Source: an optimization exercise on an open RTL-to-GDS flow (aim: small area and a short achievable clock period). Production flows keep margins and buffers that such runs may drop. RTL that was checked went through simulation tests only; none was proved equivalent to the original. Only the layout flow was run in runs 2 to 7; the RTL was not checked for function there. Power and IR drop assume default switching activity.

==> design/flow/design.v <==
`timescale 1ns / 1ps
module fifo(clk, rst, buf_in, buf_out, wr_en, rd_en, buf_empty, buf_full, fifo_counter);
input clk, rst, wr_en, rd_en;
input [7:0]buf_in;
output [7:0]buf_out;
output buf_full, buf_empty;
output [6:0]fifo_counter;
reg [7:0]buf_out;
reg buf_full, buf_empty;
reg [6:0]fifo_counter;
reg [6:0]rd_ptr, wr_ptr;
reg [7:0]buf_mem[63:0];
          always@(fifo_counter)begin
            buf_empty = (fifo_counter == 0);
            buf_full = (fifo_counter == 64); 
          end
          always@(posedge clk)begin
            if(rst)
              fifo_counter <= 0;
            else if((!buf_empty && rd_en) && (!buf_full && wr_en))
              fifo_counter <= fifo_counter;
            else if(!buf_full && wr_en)
              fifo_counter <= fifo_counter+1;
            else if(!buf_empty && rd_en)
              fifo_counter <= fifo_counter-1;
            else
              fifo_counter <= fifo_counter;
          end
          always@(posedge clk)begin
            if(!buf_full && wr_en)
              buf_mem[wr_ptr[5:0]] <= buf_in;
            else
             buf_mem[wr_ptr[5:0]] <=  buf_mem[wr_ptr[5:0]];
          end
          always@(posedge clk)begin
            if(rst)
              buf_out <= 0;
            else if(!buf_empty && rd_en)
              buf_out <= buf_mem[rd_ptr[5:0]];
            else
              buf_out <= buf_out;
          end
          always@(posedge clk)begin
            if(rst)begin
              rd_ptr <= 0;
              wr_ptr <= 0;
            end 
            else begin
            if(!buf_full && wr_en)
              wr_ptr <= wr_ptr+1;
            else 
              wr_ptr <= wr_ptr;
            if(!buf_empty && rd_en)
              rd_ptr <= rd_ptr+1;
            else
              rd_ptr <= rd_ptr;
           end
         end                
endmodule
==> design/flow/run.sh <==
#!/bin/bash
# synth_recipe.tcl (not shown) runs the flow's synth.tcl, then flattens the netlist and writes it again
# the make line also repeats each setting of config.mk as NAME=value (left out here)
make -C /OpenROAD-flow-scripts/flow DESIGN_CONFIG=/design/flow/config.mk WORK_HOME=/design/flow/orfs CLKGATE_MAP_FILE= SYNTH_SCRIPT=/design/flow/synth_recipe.tcl finish
==> design/flow/config.mk <==
export PLATFORM = sky130hd
export DESIGN_NAME = fifo
export DESIGN_NICKNAME = fifo
export VERILOG_FILES = /design/flow/design.v
export SDC_FILE = /design/flow/constraint.sdc
export NUM_CORES = 4
export LEC_CHECK = 0
export CAP_MARGIN = 20
export CORE_MARGIN = 2
export CORE_UTILIZATION = 40
export SLEW_MARGIN = 20
==> design/flow/constraint.sdc <==
create_clock -name core_clock -period 3.0 [get_ports {clk}]
set_input_delay 0.6000 -clock core_clock [delete_from_list [all_inputs] [get_ports {clk}]]
set_output_delay 0.6000 -clock core_clock [all_outputs]
set_load 0.01 [all_outputs]
==> out/metrics.csv, run 1 <==
stage,metric,value,unit
run_status,run_status,timing/DRC/antenna clean,
finish,final_cell_mix,"sky130_fd_sc_hd__edfxtp_1, sky130_fd_sc_hd__buf_4, sky130_fd_sc_hd__mux4_2, sky130_fd_sc_hd__nor2_1, sky130_fd_sc_hd__mux2i_1",
global_route,groute.usage.overall,17.6,%
global_route,grt_pass1_wl,72200,um
finish,share_of_final_layout_standard_cells_stronger_than_drive_strength_1,26.4,%
placed_design,gp_congestion,0.779,
synthesis,synth.top_cells.by_area,"sky130_fd_sc_hd__edfxtp_1, sky130_fd_sc_hd__mux4_2, sky130_fd_sc_hd__mux2i_1, sky130_fd_sc_hd__dfxtp_1, sky130_fd_sc_hd__nor2_1",
sta,worst_pin_slew,1.05,ns
global_route,grt_max_degree,65,
setup_path,worstSetupEndpointType,output port,
sta,finalClockSkew,0.0178,ns
placed_design,placedCellCount,1881,
finish,finalNetCount,1270,
power,p_leak,0.00808,uW
sta,setup_viol,0,
synthesis,synth_top_area_share,72.3,%
route,drt-initial-drc-count,930,
floorplanning,die_area,55000,um^2
flow_run,drv.max_cap_violation_count,0,
floorplanning,initial_utilization,40.5,%
route,post-route-drc-count,0,
global_route,antenna_found_initial,0,
finish,fill_cells,4417,
floorplanning,pin_count,29,
synthesis,yosys.area_share.adder,0.506,%
synthesis,synthSimpleGateAreaFrac,3.88,%
synthesis,synth.largest_area_cell,sky130_fd_sc_hd__edfxtp_1,
sta,fin_tns_setup,0,ns
synthesis,edff_count_synth,512,
finish,flow.area_growth_from_synthesis,17.0,%
route,routed_via_density,5.42,
clock_network,cts.root.buffer_cell,sky130_fd_sc_hd__clkbuf_16,
synthesis,asyncSetResetFlopFracSynth,0,%
clock_network,htree_levels,2,
route,num_vias,10800,
route,avgRoutedWirePerCell,24.2,um
clock_network,cts.path.max_buffers,3,
synthesis,ys.warnings.count,1,
finish,post_layout_nonfiller_instances,1986,
synthesis,mappedNetlistArea,21300,um^2
sta,maxSlewViolCount,0,
sta,max_freq,368,MHz
synthesis,synth_mux_area_share,14.6,%
floorplanning,die-height,235,um
setup_path,worst_ep_required_time,2.40,ns
synthesis,yosys.cell_types.count,55,
min_path,worst_hold_path_type,input port to flop,
synthesis,sequential_fraction_of_the_synthesis_area,74.8,%
floorplanning,die_w,235,um
clock_network,post_cts.resized_instances,0,
floorplanning,design.core.area,52600,um^2
sta,postLayoutSetupSlackWorst,0.283,ns
sta,worst_slew_margin_rel,30.2,%
clock_network,cts_post_setup_buffers_inserted,0,
sta,finalHoldViolations,0,
power,power-per-cell-area,757,nW/um^2
setup_path,path_cells,"nor4_4, and3_1, clkdlybuf4s50_1",
setup_path,cp-start-kind,flop,
placed_design,buffer_ports.inserted,28,
global_route,grt_overflow_total,0,
setup_path,cpPeakStageDelay,0.54,ns
sta,timing.final.crit_share,90.6,%
placed_design,place_ws,0.194,ns
global_route,first_global_vias,11000,
clock_network,cts_buffers,55,
clock_network,clkSlewWorstSetupHoldPaths,0.06,ns
placed_design,hpwlAfterDp,30500,um
synthesis,synth_area_in_compound_gates,3.59,%
synthesis,syn_inst,1094,
route,detail-route-antenna-nets,0,
sta,finalWorstPathRequiredPeriod,2.72,ns
setup_path,worst_endpoint_data_arrival_time,2.12,ns
synthesis,ys.flop_type,sky130_fd_sc_hd__edfxtp_1,
setup_path,worstRegToRegCells,7,
clock_network,post_cts_hold_buffer_count,0,
sta,grt_setup_unrepaired,false,
min_path,worst_hold_path.num_cells,1,
synthesis,synth-seq-cells,539,
clock_network,cts.sink_count,539,
synthesis,post_synth.cell_area_avg,19.4,um^2
synthesis,synthesis.nets,1114,
route,wl,48100,um
floorplanning,rows,84,
finish,layout_commonest_cell,sky130_fd_sc_hd__edfxtp_1,
synthesis,synth_top_family_by_area,multiplexers,
power,worst_ir_drop_vdd,442,uV
setup_path,crit_type,flop to output port,
setup_path,timing.critical_path.slowest_stage_cell,sky130_fd_sc_hd__clkdlybuf4s50_1,
setup_path,path_max_fanout,5,
synthesis,synth_xor_area_share,0.535,%
clock_network,cts_tree,done,
route,drt_pass1_iterations,5,
clock_network,clock_latency_at_the_later_pin_of_the_worst_skew_pair,0.60,ns
==> critical path, delay by kind of cell (launching register included) <==
kind | cells | cell delay (ns)
flip-flops | 1 | 0.37
AND/OR/NAND/NOR | 2 | 0.61
buffers and inverters | 1 | 0.54
==> cell type report <==
| type | instances | area [um^2] | area share [%] |
|---|---|---|---|
| flip-flops and latches | 539 | 15900 | 64.0 |
| multi-input cells | 489 | 4920 | 19.8 |
| clock buffers | 65 | 1440 | 5.80 |
| repair buffers | 158 | 1340 | 5.39 |
| well taps | 688 | 861 | 3.46 |
| clock inverters | 39 | 379 | 1.52 |
| inverters | 7 | 26.3 | 0.106 |
| diodes | 1 | 2.50 | 0.0101 |
==> flip-flops by register name, indices dropped and copies added, names as in the netlist <==
register / cells
buf_mem: 512
buf_out: 8
fifo_counter: 7
rd_ptr: 6
wr_ptr: 6
==> metal layers <==
metal / GRT usage, % / part of all wire, %
met4: 5.39 / 2.2
met2: 28.0 / 48
met3: 3.21 / 5.2
met1: 24.8 / 45
met5: 0 / 0
==> where the power goes <==
| part | switching [uW] | internal (uW) | total [uW] |
|---|---|---|---|
| combinational | 1710 | 1730 | 3440 |
| sequential | 194 | 8370 | 8570 |
| clock | 2810 | 4040 | 6850 |
==> final timing paths <==
kind	end	slack [ns]	start
min reg2reg	buf_out[1]	0.51	buf_out[1]
max	buf_empty	0.28	fifo_counter[2]
max reg2reg	buf_out[4]	0.49	rd_ptr[0]
min	buf_mem[2][7]	0.43	buf_in[7]
==> synth_stat cells, types with 4 or more instances <==
library cell and n:
sky130_fd_sc_hd__buf_1 4, sky130_fd_sc_hd__o22ai_1 19, sky130_fd_sc_hd__nand3b_1 11, sky130_fd_sc_hd__a2111oi_0 5, sky130_fd_sc_hd__a21oi_1 21, sky130_fd_sc_hd__a22oi_1 5, sky130_fd_sc_hd__clkbuf_1 20, sky130_fd_sc_hd__a32oi_1 7
sky130_fd_sc_hd__nor3_1 5, sky130_fd_sc_hd__dfxtp_1 27, sky130_fd_sc_hd__and3_1 5, sky130_fd_sc_hd__ha_1 7, sky130_fd_sc_hd__nand2_1 36, sky130_fd_sc_hd__nor2_1 90, sky130_fd_sc_hd__inv_1 4, sky130_fd_sc_hd__buf_6 9
sky130_fd_sc_hd__o21ai_0 13, sky130_fd_sc_hd__nand3_1 11, sky130_fd_sc_hd__a211oi_1 9, sky130_fd_sc_hd__mux4_2 102, sky130_fd_sc_hd__buf_4 4, sky130_fd_sc_hd__buf_2 15, sky130_fd_sc_hd__edfxtp_1 512, sky130_fd_sc_hd__xor2_1 6
sky130_fd_sc_hd__mux2i_1 78, sky130_fd_sc_hd__o221ai_1 13, sky130_fd_sc_hd__buf_8 4, sky130_fd_sc_hd__xnor2_1 7
==> stage by stage <==
step,cell area [um^2],util [%],hold slack (ns),total power (uW)
final,24900,47.4,0.433,18900
after global routing,24900,47.4,0.422,19600
after CTS,24900,47.4,0.392,19100
after detailed placement,23100,43.9,0.511,12200
after global placement,23100,43.9,0.516,12200
after floorplan,21300,-,0.482,11200
==> logic make-up (layout without fill, tap and decap cells) <==
group	count (synthesis)	count (layout)
buffers and inverters	66	269
flip-flops	539	539
AND/OR/NAND/NOR	178	178
AO/OA/AOI/OAI	109	109
other	0	1
XOR/XNOR	13	13
adder cells (fa/ha/maj)	8	8
multiplexers	181	181
==> run 2, diff against run 1 <==
==> design/flow/design.v (replaced) <==
`timescale 1ns / 1ps
module fifo(clk, rst, buf_in, buf_out, wr_en, rd_en, buf_empty, buf_full, fifo_counter);
input clk, rst, wr_en, rd_en;
input [7:0] buf_in;
output [7:0] buf_out;
output buf_full, buf_empty;
output [6:0] fifo_counter;
reg [7:0] buf_out;
reg [6:0] fifo_counter;
reg empty_r;
reg [511:0] store;
wire full = fifo_counter[6];
wire wr = wr_en & ~full;
wire rd = rd_en & ~empty_r;
assign buf_full = full;
assign buf_empty = empty_r;
reg [7:0] head;
integer i;
always @* begin
  head = 8'd0;
  for (i = 0; i < 64; i = i + 1)
    if (fifo_counter[5:0] == ((i + 1) & 63))
      head = head | store[8*i +: 8];
end
always @(posedge clk)
  if (wr)
    store <= {store[503:0], buf_in};
wire [6:0] cnt_inc = fifo_counter + 7'd1;
wire [6:0] cnt_dec = fifo_counter - 7'd1;
wire cnt_is1 = (fifo_counter == 7'd1);
always @(posedge clk) begin
  if (rst) begin
    fifo_counter <= 7'd0;
    empty_r <= 1'b1;
    buf_out <= 8'd0;
  end else begin
    if (wr & ~rd)
      fifo_counter <= cnt_inc;
    else if (rd & ~wr)
      fifo_counter <= cnt_dec;
    if (wr)
      empty_r <= 1'b0;
    else if (rd & cnt_is1)
      empty_r <= 1'b1;
    if (rd)
      buf_out <= head;
  end
end
endmodule
==> out/metrics.csv, run 2 <==
stage,metric,value,unit,change
run_status,run_status,timing/DRC/antenna clean,,
setup_path,timing.critical_path.slowest_stage_cell,sky130_fd_sc_hd__nor2_1,,
setup_path,path_cells,"ha_1, nand3b_2, nor2_1, a22oi_1, nand4_1, nor4_1, a311oi_1",,
setup_path,reg2reg_to,buf_out[3],,
synthesis,post_synth.cell_area_avg,16.6,um^2,-14%
clock_network,clock_latency_at_the_later_pin_of_the_worst_skew_pair,0.60,ns,about the same
sta,fin_worst_hold_slack,0.444,ns,+0.0107 ns
global_route,grt_use_met3,6.87,%,+3.7 points
synthesis,synthesis.nets,1230,,+10%
sta,worst_slew_margin_rel,16.8,%,-13 points
synthesis,synth_top_area_share,76.3,%,+4.0 points
setup_path,worstSetupEndpointType,flop,,
route,avgRoutedWirePerCell,33.4,um,+38%
sta,max_freq,346,MHz,-6.0%
clock_network,cts.root.buffer_cell,sky130_fd_sc_hd__clkbuf_16,,
setup_path,regToRegSetupSlack,0.11,ns,-0.38 ns
synthesis,asyncSetResetFlopFracSynth,0,%,unchanged
finish,finalNetCount,1387,,+9.2%
power,worst_ir_drop_vdd,453,uV,+2.5%
placed_design,gp_congestion,0.979,,+26%
synthesis,syn_inst,1212,,+11%
clock_network,htree_levels,2,,unchanged
power,post-layout-total-power,23400,uW,+24%
setup_path,worst_ep_required_time,3.51,ns,+1.11 ns
route,drt_pass1_iterations,8,,+3
floorplanning,pin_count,29,,unchanged
synthesis,yosysMostFrequentCell,sky130_fd_sc_hd__edfxtp_1,,
setup_path,worst_endpoint_data_arrival_time,3.40,ns,+1.28 ns
route,num_vias,13600,,+26%
sta,grt_setup_unrepaired,false,,
finish,final_cell_mix,"sky130_fd_sc_hd__edfxtp_1, sky130_fd_sc_hd__buf_4, sky130_fd_sc_hd__a22oi_1, sky130_fd_sc_hd__a32oi_1, sky130_fd_sc_hd__clkbuf_16",,
floorplanning,design.core.area,50000,um^2,-4.9%
min_path,worst_hold_path_type,flop to flop,,
setup_path,crit_type,flop to flop,,
synthesis,synth.top_cells.by_area,"sky130_fd_sc_hd__edfxtp_1, sky130_fd_sc_hd__a22oi_1, sky130_fd_sc_hd__a32oi_1, sky130_fd_sc_hd__dfxtp_1, sky130_fd_sc_hd__nand3_1",,
synthesis,sequential_fraction_of_the_synthesis_area,77.9,%,+3.0 points
sta,worst_pin_slew,1.24,ns,+0.196 ns
setup_path,worstRegToRegCells,7,,unchanged
floorplanning,initial_utilization,40.3,%,-0.14 points
synthesis,edff_count_synth,512,,unchanged
setup_path,cp-start-kind,flop,,
finish,share_of_final_layout_standard_cells_stronger_than_drive_strength_1,18.8,%,-7.6 points
clock_network,clkSlewWorstSetupHoldPaths,0.07,ns,about the same
synthesis,mappedNetlistArea,20200,um^2,-5.2%
route,routed_via_density,6.52,,+20%
power,power-per-cell-area,976,nW/um^2,+29%
route,post-route-drc-count,0,,unchanged
global_route,grt_util_met1,36.1,%,+11 points
synthesis,synth-seq-cells,528,,-2.0%
sta,maxSlewViolCount,0,,unchanged
global_route,grt_busiest_layer,met2,,
clock_network,cts_post_setup_buffers_inserted,0,,unchanged
finish,flow.area_growth_from_synthesis,19.1,%,
synthesis,ys.warnings.count,1,,unchanged
finish,fill_cells,4225,,-4.3%
floorplanning,die-height,228,um,-2.6%
min_path,whs_endpoint,store[203],,
clock_network,cts.path.max_buffers,3,,unchanged
global_route,grt_overflow_total,0,,unchanged
global_route,antenna_found_initial,1,,+1
finish,largest_register_ff_count,512,,unchanged
route,detail-route-antenna-nets,0,,unchanged
floorplanning,rows,82,,-2.4%
global_route,groute.usage.overall,26.1,%,+8.5 points
synthesis,ys.flop_type,sky130_fd_sc_hd__edfxtp_1,,
sta,finalHoldViolations,0,,unchanged
finish,diodes,0,,-1
clock_network,cts_tree,done,,
min_path,worst_hold_path.num_cells,0,,-1
route,drt-initial-drc-count,2371,,+150%
clock_network,post_cts.resized_instances,0,,unchanged
setup_path,path_max_fanout,12,,+7
clock_network,cts_buffers,53,,-3.6%
sta,timing.final.crit_share,96.3,%,+5.8 points
sta,setup_viol,0,,unchanged
setup_path,cpPeakStageDelay,0.80,ns,+0.26 ns
finish,postLayoutCoreUtil,48.0,%,+0.67 points
global_route,grt_pass1_wl,96800,um,+34%
global_route,grt.met2_usage,37.8,%,+9.8 points
floorplanning,die_area,52200,um^2,-5.2%
clock_network,post_cts_hold_buffer_count,0,,unchanged
sta,finalWorstPathRequiredPeriod,2.89,ns,+0.173 ns
clock_network,cts.sink_count,528,,-2.0%
synthesis,synth.largest_area_cell,sky130_fd_sc_hd__edfxtp_1,,
synthesis,yosys.cell_types.count,58,,+5.5%
placed_design,hpwlAfterDp,48500,um,+59%
placed_design,buffer_ports.inserted,28,,unchanged
sta,finalClockSkew,0.0221,ns,+0.00427 ns
finish,layout_commonest_cell,sky130_fd_sc_hd__edfxtp_1,,
power,p_leak,0.00817,uW,+1.0%
setup_path,timing.rr.start,fifo_counter[1],,
route,wl,69600,um,+45%
global_route,grt_max_degree,73,,+12%
floorplanning,die_w,228,um,-2.6%
flow_run,drv.max_cap_violation_count,0,,unchanged
min_path,holdCritStartpoint,store[195],,
finish,final_cell_area,24000,um^2,-3.6%
synthesis,synthTopCellsByCount,"sky130_fd_sc_hd__edfxtp_1, sky130_fd_sc_hd__a22oi_1, sky130_fd_sc_hd__a32oi_1, sky130_fd_sc_hd__nor2_1, sky130_fd_sc_hd__nand3_1",,
placed_design,dpl_cell_area,22200,um^2,-4.0%
global_route,first_global_vias,12900,,+18%
[run 2: changes by cell type after synthesis, sizes merged, moves of 35 or more]
cell	previous run	this run
nand4	2	38
a32oi	7	62
nor2	90	55
mux4	103	0
mux2i	78	16
nand3	12	54
a22oi	5	86
[run 2: cell families (layout without fill, tap and decap cells)]
kind of cell | Yosys count | count (layout) | share of synthesized area, %
and+or+nand+nor | 296 | 296 | 7.93
DFF | 528 | 528 | 77.9
adders and majority gates | 6 | 6 | 0.372
xor gates and xnor gates | 4 | 4 | 0.174
muxes | 22 | 22 | 1.13
AOI/OAI and AO/OA | 277 | 277 | 10.6
buffers and inverters | 79 | 281 | 1.88
[run 2: per-stage QoR]
stage | setup TNS, ns | worst slack, ns | cells
floorplan | -2973.50 | -6.81 | 1212
global placement | 0 | 0.164 | 1986
detailed placement | 0 | 0.193 | 1986
CTS | 0 | 0.241 | 2086
global route | 0 | 0.0315 | 2086
finish | 0 | 0.110 | 2086
[run 2: worst max-delay path: cells and delay by family, from the launching register on]
kind / cells / cell delay [ns]
fa+ha+maj: 1 / 0.63
flops: 1 / 0.45
simple gates: 4 / 1.20
compound gates: 2 / 0.50
[run 2: where the power goes]
group / total, uW / internal, uW / switching, uW
Clock: 6970 / 4110 / 2850
Combinational: 4600 / 1440 / 3160
Sequential: 11900 / 10500 / 1380
[run 2: final cells by class]
cell class	instances	area (um^2)	share of cell area [%]
Sequential cell	528	15700	65.4
Clock buffer	74	1540	6.41
Inverter	7	26.3	0.109
Tap cell	672	841	3.50
Multi-Input combinational cell	605	4140	17.2
Timing Repair Buffer	174	1450	6.05
Clock inverter	26	310	1.29
[run 2: worst max path at each step]
stage | depth (start not counted) | endpoint | start
floorplan | 7 | fifo_counter[5] | wr_en
global placement | 8 | buf_out[0] | rd_en
detailed placement | 8 | buf_out[0] | rd_en
CTS | 2 | fifo_counter[5] | fifo_counter[5]
global route | 9 | buf_out[4] | fifo_counter[1]
finish | 7 | buf_out[3] | fifo_counter[1]
[run 2: metal layers]
metal,vias to the layer above,part of all wire (%),wire (um)
met5,-,0.046,32
met1,6821,38,26300
met4,2,6.2,4300
li1,5346,-,-
met2,1189,43,29600
met3,249,14,9410
==> run 3, diff against run 2 <==
--- a/design/flow/config.mk
+++ b/design/flow/config.mk
@@ -7,5 +7,6 @@
 export LEC_CHECK = 0
 export CAP_MARGIN = 20
 export CORE_MARGIN = 2
-export CORE_UTILIZATION = 40
+export CORE_UTILIZATION = 60
+export SETUP_SLACK_MARGIN = 1.2
 export SLEW_MARGIN = 20
==> out/metrics.csv, run 3 <==
stage,metric,value,unit,change
synthesis,sequential_fraction_of_the_synthesis_area,77.9,%,unchanged
synthesis,post_synth.cell_area_avg,16.6,um^2,unchanged
route,post-route-drc-count,0,,unchanged
setup_path,path_cells,"inv_4, ha_4, and3b_4, and2_4, buf_4, a32oi_1, nand4_1, nor4_2, a311oi_1",,
setup_path,path_max_fanout,7,,-5
min_path,worst_hold_path.num_cells,0,,unchanged
finish,finalNetCount,1463,,+5.5%
floorplanning,initial_utilization,60.6,%,+20 points
floorplanning,design.core.area,33300,um^2,-33%
floorplanning,rows,67,,-18%
clock_network,cts.sink_count,528,,unchanged
setup_path,worstRegToRegCells,9,,+2
placed_design,place_ws,0.355,ns,+0.161 ns
power,power.combinational.fraction,25.6,%,+6.0 points
route,detail-route-antenna-nets,0,,unchanged
power,power.share.clock,25.7,%,-4.0 points
setup_path,worstSetupEndpointType,flop,,
setup_path,critical_path.top_delay_family,simple AND/OR/NAND/NOR gates,,
clock_network,post_cts_hold_buffer_count,0,,unchanged
sta,postLayoutSetupSlackWorst,0.621,ns,+0.510 ns
sta,fin_worst_hold_slack,0.443,ns,-0.00129 ns
sta,finalWorstPathRequiredPeriod,2.38,ns,-0.510 ns
finish,layout_commonest_cell,sky130_fd_sc_hd__edfxtp_1,,
route,avgRoutedWirePerCell,36.1,um,+8.2%
clock_network,clock_latency_at_the_later_pin_of_the_worst_skew_pair,0.62,ns,+0.02 ns
global_route,antenna_found_initial,0,,-1
finish,flow.area_growth_from_synthesis,24.4,%,
route,wl,69900,um,+0.33%
synthesis,synth.largest_area_cell,sky130_fd_sc_hd__edfxtp_1,,
power,net_switching_power,7770,uW,+5.2%
route,routed_via_density,7.42,,+14%
synthesis,synthesis.nets,1230,,unchanged
synthesis,yosys.cell_types.count,58,,unchanged
route,num_vias,14400,,+5.5%
clock_network,cts_buffers,52,,-1.9%
setup_path,timing.rr.start,fifo_counter[1],,
placed_design,gp_congestion,0.973,,-0.55%
floorplanning,die-height,187,um,-18%
power,power-per-cell-area,962,nW/um^2,-1.5%
sta,worst_pin_slew,1.02,ns,-0.222 ns
min_path,worst_hold_path_type,flop to flop,,
clock_network,cts.path.max_buffers,3,,unchanged
setup_path,launching_instance_or_port_of_the_critical_path,fifo_counter[1],,
power,post-layout-total-power,24100,uW,+3.0%
setup_path,reg2reg_to,buf_out[7],,
sta,setup_viol,0,,unchanged
setup_path,worst_endpoint_data_arrival_time,2.81,ns,-0.59 ns
flow_run,drv.max_cap_violation_count,0,,unchanged
clock_network,htree_levels,2,,unchanged
power,worst_ir_drop_vdd,642,uV,+42%
synthesis,synth-seq-cells,528,,unchanged
setup_path,crit_type,flop to flop,,
min_path,holdCritStartpoint,store[92],,
global_route,groute.usage.overall,39.5,%,+13 points
min_path,whs_endpoint,store[100],,
synthesis,synth.top_cells.by_area,"sky130_fd_sc_hd__edfxtp_1, sky130_fd_sc_hd__a22oi_1, sky130_fd_sc_hd__a32oi_1, sky130_fd_sc_hd__dfxtp_1, sky130_fd_sc_hd__nand3_1",,
setup_path,cp-start-kind,flop,,
sta,grt_setup_unrepaired,true,,
global_route,grt_pass1_wl,95900,um,-0.98%
setup_path,regToRegSetupSlack,0.62,ns,+0.51 ns
route,drt-initial-drc-count,3062,,+29%
floorplanning,die_area,35100,um^2,-33%
sta,maxSlewViolCount,0,,unchanged
clock_network,clkSlewWorstSetupHoldPaths,0.06,ns,about the same
synthesis,edff_count_synth,512,,unchanged
sta,finalHoldViolations,0,,unchanged
global_route,first_global_vias,13300,,+2.4%
placed_design,hpwlAfterDp,45700,um,-5.9%
power,p_leak,0.00864,uW,+5.8%
clock_network,cts_tree,done,,
sta,timing.final.crit_share,79.3,%,-17 points
synthesis,syn_inst,1212,,unchanged
setup_path,worst_ep_required_time,3.43,ns,-0.08 ns
power,cellInternalPower,16400,uW,+1.9%
synthesis,mappedNetlistArea,20200,um^2,unchanged
run_status,run_status,timing/DRC/antenna clean,,
synthesis,ys.warnings.count,1,,unchanged
placed_design,buffer_ports.inserted,28,,unchanged
synthesis,synth_top_area_share,76.3,%,unchanged
synthesis,ys.flop_type,sky130_fd_sc_hd__edfxtp_1,,
synthesis,yosysMostFrequentCell,sky130_fd_sc_hd__edfxtp_1,,
setup_path,timing.critical_path.slowest_stage_cell,sky130_fd_sc_hd__dfxtp_4,,
finish,final_cell_mix,"sky130_fd_sc_hd__edfxtp_1, sky130_fd_sc_hd__buf_4, sky130_fd_sc_hd__a22oi_1, sky130_fd_sc_hd__clkbuf_16, sky130_fd_sc_hd__a32oi_1",,
finish,postLayoutCoreUtil,75.4,%,+27 points
power,sw_frac_of_total,32.2,%,+0.68 points
route,drt_pass1_iterations,6,,-2
finish,share_of_final_layout_standard_cells_stronger_than_drive_strength_1,29.6,%,+11 points
finish,diodes,0,,unchanged
sta,max_freq,420,MHz,+21%
sta,worst_slew_margin_rel,31.6,%,+15 points
finish,largest_register_ff_count,512,,unchanged
setup_path,critPathBufInv,2,,+2
power,seqPwrFrac,48.7,%,-1.9 points
setup_path,cpPeakStageDelay,0.40,ns,-0.40 ns
global_route,grt_max_degree,155,,+110%
global_route,grt_overflow_total,0,,unchanged
clock_network,cts.root.buffer_cell,sky130_fd_sc_hd__clkbuf_16,,
floorplanning,pin_count,29,,unchanged
sta,finalClockSkew,0.0318,ns,+0.00973 ns
synthesis,synthTopCellsByCount,"sky130_fd_sc_hd__edfxtp_1, sky130_fd_sc_hd__a22oi_1, sky130_fd_sc_hd__a32oi_1, sky130_fd_sc_hd__nor2_1, sky130_fd_sc_hd__nand3_1",,
synthesis,asyncSetResetFlopFracSynth,0,%,unchanged
floorplanning,die_w,187,um,-18%
==> run 3: cell counts after synthesis <==
Identical to the previous run, type by type.
==> run 3: cell type report <==
class | count | area [um^2]
flip-flops and latches | 528 | 15700
fillers | 2019 | 8200
multi-input cells | 605 | 4740
repair buffers | 251 | 2420
clock buffers | 77 | 1470
well taps | 448 | 561
clock inverters | 19 | 125
inverters | 7 | 31.3
==> run 3: stage by stage <==
stage	instance area [um^2]	instances	setup TNS, ns
3_3_place_gp	21800	1736	0
3_5_place_dp	21800	1736	0
4_1_cts	24800	1920	0
6_report	25100	1935	0
5_1_grt	25100	1935	0
2_1_floorplan	20400	1212	-2973.50
==> run 3: layer usage <==
layer	vias to the layer above	part of all wire, %	GRT usage (%)
met3	323	16	14.2
met2	1513	41	54.9
met4	0	6.9	20.9
li1	5495	-	-
met1	7021	36	55.0
met5	-	0	0
==> run 3: cell families (layout without fill, tap and decap cells) <==
kind of cell	Yosys count	in the layout	share of synthesized area (%)
xor+xnor	4	4	0.174
buf+inv	79	354	1.88
mux	22	22	1.13
simple gates	296	296	7.93
fa+ha+maj	6	6	0.372
flops	528	528	77.9
compound gates	277	277	10.6
==> run 3: worst max path at each step <==
stage / slack (ns) / depth (start not counted) / to
after global routing: 0.57 / 11 / buf_out[7]
after floorplan: -6.81 / 7 / fifo_counter[5]
final: 0.62 / 9 / buf_out[7]
after detailed placement: 0.35 / 8 / buf_out[0]
after CTS: 0.69 / 2 / fifo_counter[3]
after global placement: 0.40 / 9 / fifo_counter[2]
==> run 3: power by group through the flow <==
stage | Combinational (uW) | Sequential (uW) | Clock, uW
global placement | 4370 | 11800 | 0
CTS | 5620 | 11700 | 6230
floorplan | 2510 | 11500 | 0
global route | 6270 | 11800 | 6520
detailed placement | 4380 | 11800 | 0
finish | 6170 | 11800 | 6200
==> run 3: what timing repair did <==
action / 4_1_cts / 5_1_grt
buffers inserted: 88 / 11
pin swaps: 57 / 16
endpoints found under the setup margin: 250 / 291
resized for setup: 234 / 32
cloned: 0 / 4
==> run 4, diff against run 3 <==
--- a/design/flow/design.v
+++ b/design/flow/design.v
@@ -14,14 +14,37 @@
 wire rd = rd_en & ~empty_r;
 assign buf_full = full;
 assign buf_empty = empty_r;
-reg [7:0] head;
-integer i;
+wire [5:0] c = fifo_counter[5:0];
+wire [7:0] sel_lo, sel_hi;
+genvar k, j;
+generate
+  for (k = 0; k < 8; k = k + 1) begin : g_dec
+    assign sel_lo[k] = (c[2:0] == k);
+    assign sel_hi[k] = (c[5:3] == k);
+  end
+endgenerate
+wire [7:0] grp [0:7];
+wire [7:0] head;
+generate
+  for (j = 0; j < 8; j = j + 1) begin : g_grp
+    reg [7:0] g;
+    integer m;
+    always @* begin
+      g = 8'd0;
+      for (m = 0; m < 8; m = m + 1)
+        g = g | ({8{sel_lo[m]}} & store[8*((8*j + m + 63) % 64) +: 8]);
+    end
+    assign grp[j] = g;
+  end
+endgenerate
+reg [7:0] h;
+integer n;
 always @* begin
-  head = 8'd0;
-  for (i = 0; i < 64; i = i + 1)
-    if (fifo_counter[5:0] == ((i + 1) & 63))
-      head = head | store[8*i +: 8];
+  h = 8'd0;
+  for (n = 0; n < 8; n = n + 1)
+    h = h | ({8{sel_hi[n]}} & grp[n]);
 end
+assign head = h;
 always @(posedge clk)
   if (wr)
     store <= {store[503:0], buf_in};
--- a/design/flow/config.mk
+++ b/design/flow/config.mk
@@ -7,6 +7,6 @@
 export LEC_CHECK = 0
 export CAP_MARGIN = 20
 export CORE_MARGIN = 2
-export CORE_UTILIZATION = 60
-export SETUP_SLACK_MARGIN = 1.2
+export CORE_UTILIZATION = 65
+export SETUP_SLACK_MARGIN = 1.3
 export SLEW_MARGIN = 20
==> out/metrics.csv, run 4 <==
stage,metric,value,unit,change
synthesis,synth.largest_area_cell,sky130_fd_sc_hd__edfxtp_1,,
clock_network,cts.root.buffer_cell,sky130_fd_sc_hd__clkbuf_16,,
clock_network,clkSlewWorstSetupHoldPaths,0.06,ns,about the same
placed_design,gp_congestion,0.787,,-19%
clock_network,post_cts_hold_buffer_count,0,,unchanged
power,seqPwrFrac,45.7,%,-3.0 points
synthesis,synth-seq-cells,528,,unchanged
synthesis,asyncSetResetFlopFracSynth,0,%,unchanged
route,avgRoutedWirePerCell,29.3,um,-19%
setup_path,timing.critical_path.slowest_stage_cell,sky130_fd_sc_hd__a222oi_1,,
setup_path,critical_path.top_delay_family,compound AO/OA/AOI/OAI gates,,
setup_path,path_max_fanout,10,,+3
clock_network,cts.path.max_buffers,3,,unchanged
sta,grt_setup_unrepaired,true,,
finish,final_cell_area,23400,um^2,-6.8%
floorplanning,die_area,31500,um^2,-10%
synthesis,syn_inst,1055,,-13%
synthesis,mappedNetlistArea,19500,um^2,-3.1%
flow_run,drv.max_cap_violation_count,0,,unchanged
synthesis,synthesis.nets,1075,,-13%
placed_design,place_ws,0.285,ns,-0.0697 ns
setup_path,crit_type,flop to flop,,
finish,flow.area_growth_from_synthesis,19.6,%,
power,net_switching_power,7960,uW,+2.4%
synthesis,yosysMostFrequentCell,sky130_fd_sc_hd__edfxtp_1,,
synthesis,yosys.cell_types.count,53,,-8.6%
route,post-route-drc-count,0,,unchanged
setup_path,crit_top_cell,sky130_fd_sc_hd__a222oi_1,,
sta,worst_pin_slew,0.631,ns,-0.391 ns
finish,diodes,0,,unchanged
setup_path,cp-start-kind,flop,,
clock_network,cts_tree,done,,
synthesis,synth_top_area_share,78.7,%,+2.4 points
power,post-layout-total-power,26000,uW,+7.7%
min_path,worst_hold_path.num_cells,0,,unchanged
power,sw_frac_of_total,30.6,%,-1.6 points
clock_network,cts_buffers,52,,unchanged
placed_design,buffer_ports.inserted,28,,unchanged
sta,postLayoutSetupSlackWorst,0.547,ns,-0.0738 ns
finish,largest_register_ff_count,512,,unchanged
global_route,first_global_vias,11300,,-15%
placed_design,dpl_cell_area,20600,um^2,-5.2%
synthesis,post_synth.cell_area_avg,18.5,um^2,+11%
floorplanning,rows,63,,-6.0%
power,p_leak,0.00791,uW,-8.4%
global_route,groute.usage.overall,30.2,%,-9.3 points
sta,finalWorstPathRequiredPeriod,2.45,ns,+0.0738 ns
run_status,run_status,timing/DRC/antenna clean,,
route,drt_pass1_iterations,8,,+2
clock_network,clock_latency_at_the_later_pin_of_the_worst_skew_pair,0.57,ns,-0.05 ns
synthesis,edff_count_synth,512,,unchanged
power,power-per-cell-area,1110,nW/um^2,+16%
synthesis,sequential_fraction_of_the_synthesis_area,80.3,%,+2.5 points
setup_path,worst_ep_required_time,3.44,ns,about the same
setup_path,worstRegToRegCells,8,,-1
power,power.combinational.fraction,29.2,%,+3.6 points
global_route,antenna_found_initial,1,,+1
floorplanning,design.core.area,29600,um^2,-11%
sta,timing.final.crit_share,81.8,%,+2.5 points
setup_path,cpPeakStageDelay,0.56,ns,+0.16 ns
min_path,holdCritStartpoint,store[469],,
sta,max_freq,408,MHz,-3.0%
sta,finalHoldViolations,0,,unchanged
route,highest_routed_metal_layer,met5,,
route,routed_via_density,7.21,,-2.8%
route,met3_wire_len,4740,um,-58%
clock_network,htree_levels,2,,unchanged
finish,share_of_final_layout_standard_cells_stronger_than_drive_strength_1,23.2,%,-6.4 points
placed_design,hpwlAfterDp,24200,um,-47%
setup_path,reg2reg_to,buf_out[5],,
setup_path,regToRegSetupSlack,0.55,ns,-0.07 ns
sta,finalClockSkew,0.0238,ns,-0.00807 ns
setup_path,path_cells,"inv_4, ha_4, buf_6, a222oi_1, nand2_1, a222oi_1, o22a_1, a311oi_1",,
min_path,worst_hold_path_type,flop to flop,,
floorplanning,die_w,177,um,-5.3%
finish,layout_commonest_cell,sky130_fd_sc_hd__edfxtp_1,,
setup_path,worstSetupEndpointType,flop,,
global_route,grt_pass1_wl,70400,um,-27%
power,worst_ir_drop_vdd,894,uV,+39%
synthesis,synth.top_cells.by_area,"sky130_fd_sc_hd__edfxtp_1, sky130_fd_sc_hd__a222oi_1, sky130_fd_sc_hd__a22oi_1, sky130_fd_sc_hd__dfxtp_1, sky130_fd_sc_hd__mux2_2",,
setup_path,worst_endpoint_data_arrival_time,2.89,ns,+0.08 ns
floorplanning,pin_count,29,,unchanged
route,drt-initial-drc-count,2046,,-33%
global_route,grt_max_degree,62,,-60%
floorplanning,initial_utilization,65.9,%,+5.4 points
route,met2RoutedLength,22000,um,-24%
sta,fin_tns_setup,0,ns,unchanged
global_route,grt_overflow_total,0,,unchanged
route,m1WireLength,18800,um,-25%
synthesis,ys.flop_type,sky130_fd_sc_hd__edfxtp_1,,
synthesis,synthTopCellsByCount,"sky130_fd_sc_hd__edfxtp_1, sky130_fd_sc_hd__a222oi_1, sky130_fd_sc_hd__nand2_1, sky130_fd_sc_hd__a22oi_1, sky130_fd_sc_hd__a21oi_1",,
finish,final_cell_mix,"sky130_fd_sc_hd__edfxtp_1, sky130_fd_sc_hd__a222oi_1, sky130_fd_sc_hd__buf_4, sky130_fd_sc_hd__clkbuf_16, sky130_fd_sc_hd__nand2_1",,
sta,maxSlewViolCount,0,,unchanged
finish,finalNetCount,1195,,-18%
setup_path,critPathBufInv,2,,unchanged
clock_network,cts.sink_count,528,,unchanged
sta,setup_viol,0,,unchanged
route,num_vias,11600,,-19%
power,cellInternalPower,18000,uW,+10%
min_path,whs_endpoint,store[477],,
sta,worst_slew_margin_rel,57.8,%,+26 points
power,power.share.clock,25.1,%,-0.6 points
route,detail-route-antenna-nets,0,,unchanged
route,wl,47100,um,-33%
floorplanning,die-height,177,um,-5.3%
setup_path,timing.rr.start,fifo_counter[0],,
synthesis,ys.warnings.count,1,,unchanged
==> run 4: cell count changes in the layout (fill, tap and decap cells not counted), sizes merged, moves of 12 or more <==
| cell | delta |
|---|---|
| mux2 | +22 |
| nor4 | -12 |
| a22oi | -38 |
| nor2 | -35 |
| buf | -105 |
| a221oi | +15 |
| and3 | -27 |
| nand4 | -35 |
| a222oi | +111 |
| a22o | -17 |
| mux2i | -15 |
| a32oi | -51 |
| a21oi | +19 |
| nand3 | -51 |
==> run 4: repair_timing <==
| action | CTS | global route |
|---|---|---|
| setup buffers | 43 | 6 |
| gates cloned | 10 | 2 |
| gates resized for setup | 128 | 16 |
| endpoints found under the setup margin | 453 | 217 |
| pin swaps | 26 | 20 |
==> run 4: logic make-up (layout without fill, tap and decap cells) <==
logic type / after synthesis / after routing / synth area share [%]
buffers and inverters: 83 / 244 / 2.22
flip-flops: 528 / 528 / 80.3
multiplexers: 29 / 29 / 1.66
AO/OA/AOI/OAI: 294 / 294 / 12.5
adder cells (fa/ha/maj): 8 / 8 / 0.512
XOR/XNOR: 6 / 6 / 0.269
AND/OR/NAND/NOR: 107 / 107 / 2.52
==> run 4: metrics by stage <==
stage               hold slack, ns  utilization (%)  cells
finish                       0.435             78.9   1606
global route                 0.454             78.9   1606
CTS                          0.442             78.3   1598
detailed placement           0.431             69.6   1450
global placement             0.428             69.6   1450
floorplan                    0.420                -   1055
==> run 4: how the worst max path moves through the flow <==
stage	slack, ns	startpoint	to	depth (start not counted)
2_1_floorplan	-6.81	wr_en	fifo_counter[5]	7
3_3_place_gp	0.33	rd_en	fifo_counter[6]	10
3_5_place_dp	0.29	rd_en	fifo_counter[6]	10
4_1_cts	0.61	fifo_counter[1]	buf_out[2]	9
5_1_grt	0.50	fifo_counter[1]	buf_out[2]	9
6_report	0.55	fifo_counter[0]	buf_out[5]	8
==> run 4: worst register-to-register path: cells and delay by family, from the launching register on <==
family / cells / cell delay [ns]
compound gates: 4 / 1.31
flops: 1 / 0.39
buf+inv: 2 / 0.22
fa+ha+maj: 1 / 0.21
simple gates: 1 / 0.20
==> run 4: layout make-up <==
cell class	count	area (um^2)
Timing Repair Buffer	144	1760
Inverter	5	36.3
Multi-Input combinational cell	444	3640
Fill cell	1550	6260
Clock inverter	22	236
Tap cell	390	488
Clock buffer	73	1480
Sequential cell	528	15700
==> run 4: power groups by stage <==
stage	Combinational [uW]	Clock (uW)	Sequential [uW]
floorplan	4440	0	12000
global placement	6050	0	11900
detailed placement	6110	0	11900
CTS	7310	6600	11800
global route	8040	6860	12000
finish	7580	6530	11900
==> run 4: routing by layer <==
metal / global-route usage, % / up-vias
met5: 0 / -
met4: 10.6 / 2
met3: 4.84 / 109
met2: 45.7 / 763
met1: 45.7 / 5899
li1: - / 4806
==> run 5, diff against run 4 <==
==> design/flow/design.v (replaced) <==
`timescale 1ns / 1ps
module fifo(clk, rst, buf_in, buf_out, wr_en, rd_en, buf_empty, buf_full, fifo_counter);
input clk, rst, wr_en, rd_en;
input [7:0] buf_in;
output [7:0] buf_out;
output buf_full, buf_empty;
output [6:0] fifo_counter;
reg [7:0] buf_out;
reg [6:0] fifo_counter;
reg empty_r;
reg [511:0] store;
reg [7:0] sel_lo;    
reg [7:0] sel_hi;    
wire full = fifo_counter[6];
wire wr = wr_en & ~full;
wire rd = rd_en & ~empty_r;
assign buf_full = full;
assign buf_empty = empty_r;
reg [7:0] grp [0:7];
reg [7:0] head;
integer j, m;
always @* begin
  for (j = 0; j < 8; j = j + 1) begin
    grp[j] = 8'd0;
    for (m = 0; m < 8; m = m + 1)
      grp[j] = grp[j] | ({8{sel_lo[m]}} & store[8*((8*j + m + 63) % 64) +: 8]);
  end
  head = 8'd0;
  for (j = 0; j < 8; j = j + 1)
    head = head | ({8{sel_hi[j]}} & grp[j]);
end
always @(posedge clk)
  if (wr)
    store <= {store[503:0], buf_in};
wire inc = wr & ~rd;
wire dec = rd & ~wr;
wire cnt_is1 = (fifo_counter == 7'd1);
always @(posedge clk) begin
  if (rst) begin
    fifo_counter <= 7'd0;
    empty_r <= 1'b1;
    buf_out <= 8'd0;
    sel_lo <= 8'd1;
    sel_hi <= 8'd1;
  end else begin
    if (inc) begin
      fifo_counter <= fifo_counter + 7'd1;
      sel_lo <= {sel_lo[6:0], sel_lo[7]};
      if (sel_lo[7])
        sel_hi <= {sel_hi[6:0], sel_hi[7]};
    end else if (dec) begin
      fifo_counter <= fifo_counter - 7'd1;
      sel_lo <= {sel_lo[0], sel_lo[7:1]};
      if (sel_lo[0])
        sel_hi <= {sel_hi[0], sel_hi[7:1]};
    end
    if (wr)
      empty_r <= 1'b0;
    else if (rd & cnt_is1)
      empty_r <= 1'b1;
    if (rd)
      buf_out <= head;
  end
end
endmodule
==> out/metrics.csv, run 5 <==
stage,metric,value,unit,change
run_status,run_status,timing/DRC/antenna clean,,
finish,layout_commonest_cell,sky130_fd_sc_hd__edfxtp_1,,
flow_run,drv.max_cap_violation_count,0,,unchanged
sta,worst_slew_margin_rel,26.6,%,-31 points
finish,post_layout_nonfiller_instances,1655,,+3.1%
clock_network,clock_latency_at_the_later_pin_of_the_worst_skew_pair,0.56,ns,about the same
synthesis,sequential_fraction_of_the_synthesis_area,81.1,%,+0.76 points
floorplanning,die-height,178,um,+0.53%
finish,diodes,0,,unchanged
setup_path,cp-start-kind,flop,,
synthesis,synth.top_cells.by_area,"sky130_fd_sc_hd__edfxtp_1, sky130_fd_sc_hd__a22oi_1, sky130_fd_sc_hd__dfxtp_1, sky130_fd_sc_hd__nand4_1, sky130_fd_sc_hd__buf_2",,
placed_design,hpwlAfterDp,22100,um,-8.9%
clock_network,post_cts_hold_buffer_count,0,,unchanged
clock_network,cts.sink_count,544,,+3.0%
clock_network,clkSlewWorstSetupHoldPaths,0.07,ns,about the same
floorplanning,rows,63,,unchanged
power,cellInternalPower,16400,uW,-9.2%
finish,flow.area_growth_from_synthesis,21.2,%,
setup_path,timing.critical_path.slowest_stage_cell,sky130_fd_sc_hd__a222oi_1,,
power,power.share.clock,28.8,%,+3.7 points
clock_network,cts.path.max_buffers,3,,unchanged
route,drt_pass1_iterations,6,,-2
synthesis,synthesis.nets,1118,,+4.0%
route,post-route-drc-count,0,,unchanged
setup_path,worst_endpoint_data_arrival_time,2.42,ns,-0.47 ns
power,sw_frac_of_total,27.8,%,-2.8 points
power,seqPwrFrac,54.1,%,+8.4 points
synthesis,mappedNetlistArea,19800,um^2,+1.1%
sta,fin_worst_hold_slack,0.436,ns,+0.00104 ns
sta,finalClockSkew,0.0148,ns,-0.00899 ns
finish,share_of_final_layout_standard_cells_stronger_than_drive_strength_1,24.2,%,+1.0 points
sta,grt_setup_unrepaired,true,,
floorplanning,initial_utilization,66.3,%,+0.37 points
route,routed_via_density,7.17,,-0.50%
synthesis,yosysMostFrequentCell,sky130_fd_sc_hd__edfxtp_1,,
global_route,grt_pass1_wl,73200,um,+4.0%
global_route,groute.usage.overall,31.9,%,+1.7 points
synthesis,synthTopCellsByCount,"sky130_fd_sc_hd__edfxtp_1, sky130_fd_sc_hd__a22oi_1, sky130_fd_sc_hd__nand4_1, sky130_fd_sc_hd__buf_2, sky130_fd_sc_hd__clkbuf_1",,
global_route,antenna_found_initial,0,,-1
power,worst_ir_drop_vdd,605,uV,-32%
global_route,grt_max_degree,99,,+60%
setup_path,path_max_fanout,7,,-3
min_path,worst_hold_path_type,flop to flop,,
route,wl,50900,um,+8.1%
power,power.combinational.fraction,17.2,%,-12 points
sta,finalWorstPathRequiredPeriod,1.99,ns,-0.466 ns
synthesis,ys.flop_type,sky130_fd_sc_hd__edfxtp_1,,
finish,postLayoutCoreUtil,80.3,%,+1.5 points
global_route,grt_overflow_total,0,,unchanged
clock_network,htree_levels,2,,unchanged
placed_design,buffer_ports.inserted,28,,unchanged
route,num_vias,11900,,+2.5%
power,net_switching_power,6310,uW,-21%
synthesis,asyncSetResetFlopFracSynth,0,%,unchanged
setup_path,critical_path.top_delay_family,compound AO/OA/AOI/OAI gates,,
synthesis,synth_top_area_share,77.8,%,-0.85 points
clock_network,cts_buffers,52,,unchanged
synthesis,syn_inst,1101,,+4.4%
setup_path,path_cells,"buf_12, buf_16, a22oi_2, nand4_1, a222oi_1, and3_4, a31oi_2",,
sta,worst_pin_slew,1.10,ns,+0.469 ns
power,power-per-cell-area,948,nW/um^2,-15%
clock_network,cts_tree,done,,
clock_network,cts.root.buffer_cell,sky130_fd_sc_hd__clkbuf_16,,
floorplanning,design.core.area,29800,um^2,+0.53%
setup_path,critPathBufInv,2,,unchanged
setup_path,crit_type,flop to flop,,
sta,finalHoldViolations,0,,unchanged
floorplanning,die_w,178,um,+0.53%
sta,postLayoutSetupSlackWorst,1.01,ns,+0.466 ns
setup_path,cpPeakStageDelay,0.46,ns,-0.10 ns
finish,largest_register_ff_count,512,,unchanged
synthesis,synth.largest_area_cell,sky130_fd_sc_hd__edfxtp_1,,
setup_path,worst_ep_required_time,3.43,ns,about the same
sta,timing.final.crit_share,66.2,%,-16 points
finish,final_cell_mix,"sky130_fd_sc_hd__edfxtp_1, sky130_fd_sc_hd__a22oi_1, sky130_fd_sc_hd__nand4_1, sky130_fd_sc_hd__clkbuf_16, sky130_fd_sc_hd__buf_4",,
sta,setup_viol,0,,unchanged
sta,maxSlewViolCount,0,,unchanged
synthesis,post_synth.cell_area_avg,17.9,um^2,-3.1%
synthesis,edff_count_synth,512,,unchanged
placed_design,placedCellCount,1470,,+1.4%
placed_design,place_ws,0.300,ns,+0.0152 ns
synthesis,ys.warnings.count,2,,+1
finish,finalNetCount,1240,,+3.8%
floorplanning,pin_count,29,,unchanged
sta,max_freq,503,MHz,+23%
route,detail-route-antenna-nets,0,,unchanged
placed_design,gp_congestion,0.771,,-2.1%
global_route,first_global_vias,11500,,+1.7%
route,drt-initial-drc-count,1801,,-12%
synthesis,synth-seq-cells,544,,+3.0%
route,avgRoutedWirePerCell,30.8,um,+4.9%
sta,fin_tns_setup,0,ns,unchanged
power,p_leak,0.00800,uW,+1.1%
floorplanning,die_area,31800,um^2,+1.1%
setup_path,worstSetupEndpointType,flop,,
synthesis,yosys.cell_types.count,36,,-32%
## run 5: path summary, 6_finish.rpt
path | depth (start not counted) | to | slack, ns | startpoint
setup / recovery | 7 | buf_out[1] | 1.01 | sel_lo[4]
setup reg to reg | 7 | buf_out[1] | 1.01 | sel_lo[4]
hold reg to reg | 0 | store[460] | 0.44 | store[452]
hold / removal | 0 | store[460] | 0.44 | store[452]
## run 5: metal layers
layer	vias to the layer above	GRT usage (%)	routed length [um]
met5	-	0	0
met1	6024	45.9	19600
li1	4880	-	-
met3	107	5.75	5450
met4	0	10.3	1520
met2	862	50.6	24400
## run 5: area by class of cell
class / count / area (um^2)
clock buffer: 66 / 1380
clock inverter: 30 / 294
fill: 1485 / 5860
inverter: 5 / 18.8
multi-input combinational: 477 / 3790
sequential: 544 / 16100
tap: 390 / 488
timing repair buffer: 143 / 1880
## run 5: power by group through the flow
stage	Clock (uW)	Combinational [uW]	Sequential, uW
after CTS	6560	3600	12200
after floorplan	0	1930	12100
after global routing	6860	4130	12400
after global placement	0	2670	12200
after detailed placement	0	2720	12300
final	6520	3900	12300
## run 5: logic make-up after synthesis
group	count (synthesis)	share of synthesized area [%]
XOR/XNOR	7	0.310
buffers and inverters	81	1.83
flip-flops	544	81.1
adder cells (fa/ha/maj)	5	0.317
AO/OA/AOI/OAI	321	12.1
multiplexers	16	0.817
AND/OR/NAND/NOR	127	3.52
## run 5: timing repair
action,in CTS,in global routing
endpoints found under the setup margin,524,151
gates cloned,14,3
pin swaps,43,30
resized for setup,186,40
setup buffers,64,8
## run 5: metrics by stage
stage | total power [uW] | instance area (um^2)
after global routing | 23400 | 23900
after floorplan | 14000 | 19800
after detailed placement | 15000 | 20500
after global placement | 14900 | 20500
after CTS | 22300 | 23700
final | 22700 | 23900
## run 5: worst reg2reg max path, cell delays in order (launching register included)
cell	delay (ns)
sky130_fd_sc_hd__dfxtp_4	0.43
sky130_fd_sc_hd__buf_12	0.16
sky130_fd_sc_hd__buf_16	0.14
sky130_fd_sc_hd__a22oi_2	0.15
sky130_fd_sc_hd__nand4_1	0.15
sky130_fd_sc_hd__a222oi_1	0.46
sky130_fd_sc_hd__and3_4	0.29
sky130_fd_sc_hd__a31oi_2	0.08
==> run 6, diff against run 5 <==
--- a/design/flow/design.v
+++ b/design/flow/design.v
@@ -16,19 +16,21 @@
 wire rd = rd_en & ~empty_r;
 assign buf_full = full;
 assign buf_empty = empty_r;
-reg [7:0] grp [0:7];
-reg [7:0] head;
-integer j, m;
-always @* begin
-  for (j = 0; j < 8; j = j + 1) begin
-    grp[j] = 8'd0;
-    for (m = 0; m < 8; m = m + 1)
-      grp[j] = grp[j] | ({8{sel_lo[m]}} & store[8*((8*j + m + 63) % 64) +: 8]);
+wire [7:0] head;
+genvar b, j, q;
+generate
+  for (b = 0; b < 8; b = b + 1) begin : g_bit
+    wire [7:0] grp;
+    for (j = 0; j < 8; j = j + 1) begin : g_grp
+      wire [7:0] d;
+      for (q = 0; q < 8; q = q + 1) begin : g_ent
+        assign d[q] = store[8*((8*j + q + 63) % 64) + b];
+      end
+      fifo_sel8 u_lo (.s(sel_lo), .d(d), .y(grp[j]));
+    end
+    fifo_sel8 u_hi (.s(sel_hi), .d(grp), .y(head[b]));
   end
-  head = 8'd0;
-  for (j = 0; j < 8; j = j + 1)
-    head = head | ({8{sel_hi[j]}} & grp[j]);
-end
+endgenerate
 always @(posedge clk)
   if (wr)
     store <= {store[503:0], buf_in};
@@ -63,3 +65,8 @@
   end
 end
 endmodule
+module fifo_sel8(s, d, y);
+input [7:0] s, d;
+output y;
+assign y = |(s & d);
+endmodule
--- a/design/flow/config.mk
+++ b/design/flow/config.mk
@@ -8,5 +8,6 @@
 export CAP_MARGIN = 20
 export CORE_MARGIN = 2
 export CORE_UTILIZATION = 65
-export SETUP_SLACK_MARGIN = 1.3
+export SETUP_SLACK_MARGIN = 1.4
 export SLEW_MARGIN = 20
+export SYNTH_HIERARCHICAL = 1
==> out/metrics.csv, run 6 <==
stage,metric,value,unit,change
finish,share_of_final_layout_standard_cells_stronger_than_drive_strength_1,26.2,%,+2.0 points
clock_network,cts_buffers,52,,unchanged
global_route,grt_pass1_wl,69200,um,-5.5%
sta,max_freq,533,MHz,+5.9%
sta,setup_viol,0,,unchanged
synthesis,ys.flop_type,sky130_fd_sc_hd__edfxtp_1,,
clock_network,clkSlewWorstSetupHoldPaths,0.07,ns,about the same
clock_network,cts.root.buffer_cell,sky130_fd_sc_hd__clkbuf_16,,
finish,finalNetCount,1243,,+0.24%
route,wl,50100,um,-1.7%
synthesis,yosysMostFrequentCell,sky130_fd_sc_hd__edfxtp_1,,
synthesis,synth-seq-cells,544,,unchanged
setup_path,critical_path.top_delay_family,compound AO/OA/AOI/OAI gates,,
sta,finalHoldViolations,0,,unchanged
setup_path,crit_type,flop to flop,,
placed_design,hpwlAfterDp,22500,um,+1.9%
synthesis,asyncSetResetFlopFracSynth,0,%,unchanged
floorplanning,die_area,31300,um^2,-1.4%
setup_path,cp-start-kind,flop,,
route,detail-route-antenna-nets,0,,unchanged
sta,maxSlewViolCount,0,,unchanged
synthesis,synthesis.nets,1060,,-5.2%
synthesis,mappedNetlistArea,19500,um^2,-1.5%
synthesis,synth.largest_area_cell,sky130_fd_sc_hd__edfxtp_1,,
sta,worst_slew_margin_rel,23.9,%,-2.6 points
power,worst_ir_drop_vdd,732,uV,+21%
flow_run,drv.max_cap_violation_count,0,,unchanged
finish,diodes,0,,unchanged
clock_network,clock_latency_at_the_later_pin_of_the_worst_skew_pair,0.58,ns,+0.02 ns
route,post-route-drc-count,0,,unchanged
global_route,grt_max_degree,70,,-29%
finish,flow.area_growth_from_synthesis,23.8,%,
synthesis,post_synth.cell_area_avg,18.6,um^2,+3.9%
power,p_leak,0.00795,uW,-0.59%
setup_path,worstSetupEndpointType,flop,,
finish,final_cell_mix,"sky130_fd_sc_hd__edfxtp_1, sky130_fd_sc_hd__a22oi_1, sky130_fd_sc_hd__nand4_1, sky130_fd_sc_hd__a22oi_2, sky130_fd_sc_hd__clkbuf_16",,
clock_network,cts.path.max_buffers,3,,unchanged
global_route,grt_overflow_total,0,,unchanged
floorplanning,pin_count,29,,unchanged
floorplanning,die_w,177,um,-0.72%
setup_path,critPathBufInv,4,,+2
synthesis,sequential_fraction_of_the_synthesis_area,82.3,%,+1.2 points
floorplanning,design.core.area,29600,um^2,-0.79%
floorplanning,rows,63,,unchanged
setup_path,crit_top_cell,sky130_fd_sc_hd__buf_6,,
route,drt-initial-drc-count,1611,,-11%
setup_path,path_max_fanout,7,,unchanged
synthesis,edff_count_synth,512,,unchanged
global_route,antenna_found_initial,0,,unchanged
power,power-per-cell-area,1010,nW/um^2,+6.9%
global_route,groute.usage.overall,30.3,%,-1.6 points
power,post-layout-total-power,24400,uW,+7.6%
synthesis,ys.warnings.count,7,,+5
placed_design,buffer_ports.inserted,28,,unchanged
route,drt_pass1_iterations,6,,unchanged
setup_path,cpPeakStageDelay,0.33,ns,-0.13 ns
route,routed_via_density,7.12,,-0.79%
synthesis,synth.top_cells.by_area,"sky130_fd_sc_hd__edfxtp_1, sky130_fd_sc_hd__a22oi_1, sky130_fd_sc_hd__dfxtp_1, sky130_fd_sc_hd__nand4_1, sky130_fd_sc_hd__mux2i_1",,
setup_path,worst_ep_required_time,3.46,ns,+0.03 ns
finish,fill_cells,1451,,-2.3%
sta,grt_setup_unrepaired,true,,
clock_network,cts_tree,done,,
clock_network,post_cts_hold_buffer_count,0,,unchanged
sta,timing.final.crit_share,62.6,%,-3.7 points
setup_path,path_cells,"nor2b_4, inv_4, ha_4, buf_6, buf_8, nand2b_4, a21oi_4, buf_6, nor2_1, a211oi_1",,
sta,finalClockSkew,0.0229,ns,+0.00814 ns
synthesis,syn_inst,1044,,-5.2%
clock_network,cts.sink_count,544,,unchanged
clock_network,htree_levels,2,,unchanged
finish,layout_commonest_cell,sky130_fd_sc_hd__edfxtp_1,,
synthesis,synth_top_area_share,79.0,%,+1.2 points
sta,worst_pin_slew,1.14,ns,+0.0395 ns
run_status,run_status,timing/DRC/antenna clean,,
floorplanning,initial_utilization,65.8,%,-0.45 points
setup_path,timing.critical_path.slowest_stage_cell,sky130_fd_sc_hd__dfxtp_2,,
setup_path,worst_endpoint_data_arrival_time,2.34,ns,-0.08 ns
finish,largest_register_ff_count,512,,unchanged
route,num_vias,11800,,-0.49%
min_path,worst_hold_path_type,flop to flop,,
synthesis,yosys.cell_types.count,33,,-8.3%
finish,postLayoutCoreUtil,81.5,%,+1.2 points
floorplanning,die-height,177,um,-0.72%
route,avgRoutedWirePerCell,30.2,um,-2.0%
placed_design,gp_congestion,0.799,,+3.7%
sta,finalWorstPathRequiredPeriod,1.88,ns,-0.111 ns
synthesis,synthTopCellsByCount,"sky130_fd_sc_hd__edfxtp_1, sky130_fd_sc_hd__a22oi_1, sky130_fd_sc_hd__nand4_1, sky130_fd_sc_hd__dfxtp_1, sky130_fd_sc_hd__nor2_1",,
global_route,first_global_vias,11300,,-1.8%
[run 6: metal layers]
metal	global-route usage, %	vias up	wire [um]
met5	0	-	0
met4	12.0	0	1770
met3	6.23	134	6050
met2	44.7	808	23000
met1	45.3	5989	19300
li1	-	4884	-
[run 6: final timing paths]
path / to / slack (ns) / depth (start not counted) / start
worst max-delay path: sel_hi[3] / 1.12 / 10 / empty_r
worst min-delay path: store[351] / 0.44 / 0 / store[343]
worst max register to register: sel_hi[3] / 1.12 / 10 / empty_r
worst min register to register: store[351] / 0.44 / 0 / store[343]
[run 6: cell families (layout without fill, tap and decap cells)]
logic type / Yosys count / after routing / synth area share, %
adders and majority gates: 4 / 4 / 0.257
DFF: 544 / 544 / 82.3
and+or+nand+nor: 134 / 134 / 3.75
buffers and inverters: 16 / 242 / 0.366
muxes: 15 / 15 / 0.778
AOI/OAI and AO/OA: 326 / 326 / 12.3
xor gates and xnor gates: 5 / 5 / 0.225
[run 6: modules after synthesis (local to each module, per instance)]
module | flops+latches | cells | area, um^2 | copies in the design
fifo_sel8 | 0 | 5 | 36.3 | 72
fifo | 544 | 684 | 16800 | 1
[run 6: final cells by class]
type,count,area [um^2],area share [%]
clock buffer,76,1480,6.16
inverter,5,21.3,0.0883
clock inverter,21,211,0.878
tap,390,488,2.03
multi-input combinational,484,3870,16.1
timing repair buffer,140,1940,8.03
sequential,544,16100,66.7
[run 6: worst reg2reg max path: cells and delay by family, from the launching register on]
kind / cells / cell delay, ns
DFF: 1 / 0.33
AOI/OAI and AO/OA: 2 / 0.47
adders and majority gates: 1 / 0.18
and+or+nand+nor: 3 / 0.33
buffers and inverters: 4 / 0.46
[run 6: through the flow]
stage | std cells | setup TNS [ns] | hold WS [ns] | worst slack, ns | area, um^2
after global placement | 1488 | 0 | 0.429 | 0.117 | 20600
final | 1660 | 0 | 0.441 | 1.12 | 24100
after floorplan | 1044 | -3083.12 | 0.427 | -6.95 | 19500
after global routing | 1660 | 0 | 0.446 | 1.01 | 24100
after detailed placement | 1488 | 0 | 0.433 | 0.128 | 20600
after CTS | 1630 | 0 | 0.445 | 1.20 | 23100
[run 6: timing repair]
| item | 4_1_cts | 5_1_grt |
|---|---|---|
| endpoints found under the hold margin | 0 | 0 |
| setup endpoints to repair | 493 | 298 |
| resized for setup | 169 | 130 |
| gates cloned | 9 | 13 |
| setup buffers | 36 | 17 |
| pin swaps | 18 | 65 |
[run 6: report_power, final]
part	total (uW)	leakage (uW)	switching [uW]	internal [uW]
registers	13000	0.00525	1640	11400
clock network	6510	0.000830	2730	3770
logic	4890	0.00187	2770	2120
==> run 7, diff against run 6 <==
--- a/design/flow/config.mk
+++ b/design/flow/config.mk
@@ -8,6 +8,8 @@
 export CAP_MARGIN = 20
 export CORE_MARGIN = 2
 export CORE_UTILIZATION = 65
+export CTS_CLUSTER_DIAMETER = 60
+export CTS_CLUSTER_SIZE = 22
 export SETUP_SLACK_MARGIN = 1.4
 export SLEW_MARGIN = 20
 export SYNTH_HIERARCHICAL = 1
==> out/metrics.csv, run 7 <==
stage,metric,value,unit,change
run_status,run_status,timing/DRC/antenna clean,,
route,post-route-drc-count,0,,unchanged
finish,share_of_final_layout_standard_cells_stronger_than_drive_strength_1,18.8,%,-7.4 points
synthesis,syn_inst,1044,,unchanged
min_path,holdCritStartpoint,store[323],,
setup_path,cp-start-kind,input port,,
setup_path,launching_instance_or_port_of_the_critical_path,rd_en,,
route,detail-route-antenna-nets,0,,unchanged
sta,grt_setup_unrepaired,true,,
power,post-layout-total-power,22500,uW,-7.7%
floorplanning,die_w,177,um,unchanged
power,net_switching_power,6630,uW,-7.2%
finish,multi_input_area,3580,um^2,-7.6%
finish,register_area,16100,um^2,about the same
sta,setup_viol,0,,unchanged
finish,flow.area_growth_from_synthesis,17.3,%,
synthesis,synth.top_cells.by_area,"sky130_fd_sc_hd__edfxtp_1, sky130_fd_sc_hd__a22oi_1, sky130_fd_sc_hd__dfxtp_1, sky130_fd_sc_hd__nand4_1, sky130_fd_sc_hd__mux2i_1",,
global_route,grt_max_degree,70,,unchanged
setup_path,worst_endpoint_data_arrival_time,2.26,ns,-0.08 ns
power,seqPwrFrac,57.4,%,+4.1 points
global_route,grt_overflow_total,0,,unchanged
floorplanning,pin_count,29,,unchanged
sta,finalHoldViolations,0,,unchanged
global_route,grt_pass1_wl,68500,um,-1.0%
sta,max_freq,538,MHz,+0.88%
setup_path,worst_ep_required_time,3.40,ns,-0.06 ns
power,power.combinational.fraction,19.7,%,-0.3 points
synthesis,synth-seq-cells,544,,unchanged
global_route,groute.usage.overall,29.9,%,-0.38 points
route,drt-initial-drc-count,1600,,-0.68%
setup_path,timing.critical_path.slowest_stage_cell,sky130_fd_sc_hd__or4b_4,,
sta,maxSlewViolCount,0,,unchanged
setup_path,path_max_fanout,4,,-3
finish,fill_cells,1681,,+16%
finish,layout_commonest_cell,sky130_fd_sc_hd__edfxtp_1,,
synthesis,edff_count_synth,512,,unchanged
clock_network,cts.root.buffer_cell,sky130_fd_sc_hd__clkbuf_16,,
sta,worst_pin_slew,1.03,ns,-0.106 ns
finish,post_layout_nonfiller_instances,1605,,-3.3%
sta,finalWorstPathRequiredPeriod,1.86,ns,-0.0163 ns
synthesis,synth.largest_area_cell,sky130_fd_sc_hd__edfxtp_1,,
min_path,worst_hold_path_type,flop to flop,,
floorplanning,design.core.area,29600,um^2,unchanged
power,worst_ir_drop_vdd,566,uV,-23%
setup_path,timing.rr.start,empty_r,,
setup_path,crit_type,input port to flop,,
finish,final_cell_area,22800,um^2,-5.3%
clock_network,cts.path.max_buffers,3,,unchanged
clock_network,cts_tree,done,,
run 7: cell families after synthesis:
kind of cell | after synthesis | share of synthesized area, %
buffers and inverters | 16 | 0.366
AOI/OAI and AO/OA | 326 | 12.3
and+or+nand+nor | 134 | 3.75
adders and majority gates | 4 | 0.257
xor gates and xnor gates | 5 | 0.225
DFF | 544 | 82.3
muxes | 15 | 0.778
run 7: power by group through the flow:
stage / sequential (uW) / clock [uW] / combinational, uW
6_report: 12900 / 5160 / 4450
5_1_grt: 13100 / 5470 / 4750
3_3_place_gp: 13000 / 0 / 3330
2_1_floorplan: 12500 / 0 / 1950
3_5_place_dp: 13000 / 0 / 3380
4_1_cts: 12900 / 5220 / 4060
run 7: metrics by stage:
stage	TNS (ns)	setup WS [ns]	hold WS [ns]	utilization [%]
global route	0	1.09	0.449	77.2
detailed placement	0	0.128	0.433	69.7
finish	0	1.14	0.445	77.2
global placement	0	0.117	0.429	69.7
floorplan	-3083.12	-6.95	0.427	-
CTS	0	1.15	0.446	76.2
run 7: critical path: cells and delay by family:
| family | cells | cell delay [ns] |
|---|---|---|
| fa+ha+maj | 1 | 0.18 |
| buf+inv | 2 | 0.27 |
| simple gates | 2 | 0.70 |
| compound gates | 3 | 0.52 |
run 7: area by class of cell:
type,count,area share (%)
clock buffers,47,4.22
clock inverters,16,0.976
inverters,5,0.0932
multi-input cells,484,15.7
flip-flops and latches,544,70.4
well taps,390,2.14
repair buffers,119,6.46
run 7: worst paths after layout:
| kind | end | slack [ns] | cells past startpoint |
|---|---|---|---|
| hold reg to reg | store[331] | 0.45 | 0 |
| hold / removal | store[331] | 0.45 | 0 |
| setup reg to reg | fifo_counter[6] | 1.14 | 7 |
| setup / recovery | fifo_counter[6] | 1.14 | 8 |
run 7: timing repair:
action	in CTS	in global routing
hold buffers	0	0
endpoints found under the setup margin	548	134
buffers inserted	34	10
resized for setup	151	54
gates cloned	9	1
pin swaps	18	19
run 7: modules after synthesis (local to each module, per instance):
module | times used | cell area, um^2
fifo_sel8 | 72 | 36.3
fifo | 1 | 16800
run 7: routing by layer:
| metal | global-route usage, % | wire (um) | vias up |
|---|---|---|---|
| li1 | - | - | 4793 |
| met1 | 46.0 | 19000 | 5783 |
| met2 | 44.0 | 21500 | 673 |
| met3 | 4.68 | 4650 | 129 |
| met4 | 11.6 | 1870 | 0 |
| met5 | 0 | 0 | - |

## separate check: timing with driven ports
The results above use ideal ports. As a check the final layouts listed here were re-extracted and re-timed, cells and wires unchanged.
Step 1 sets driving cells, clkbuf_16 on the clock port and buf_2 on the other inputs (assumed; they add their load-dependent delay and slew).
Step 2 times the ports against the registers' clock, not the clock port: input delays grow and output delays shrink by t, the midpoint of the rising clock arrivals with the driver on.
Three values: no drivers, after step 1, after step 2; two values: the first two.
run	shift t [ns]	slack for setup (ns)	hold WS [ns]
run 1	0.655	0.283 / 0.225 / 0.188	0.433 / 0.400 / 0.512
run 2	0.650	0.110 / 0.110 / 0.110	0.444 / 0.444 / 0.444
run 3	0.653	0.621 / 0.621 / 0.583	0.443 / 0.437 / 0.443
run 4	0.612	0.547 / 0.547 / 0.547	0.435 / 0.435 / 0.435
run 5	0.612	1.013 / 1.013 / 0.640	0.436 / 0.436 / 0.436
run 6	0.620	1.123 / 1.123 / 0.642	0.441 / 0.441 / 0.441
run 7	0.574	1.140 / 1.143 / 0.586	0.445 / 0.445 / 0.445
After both steps every run listed still meets setup and hold. The setup slack of run 7, which loses most, moves by +0.003 ns with the drivers and by -0.554 ns with both steps.
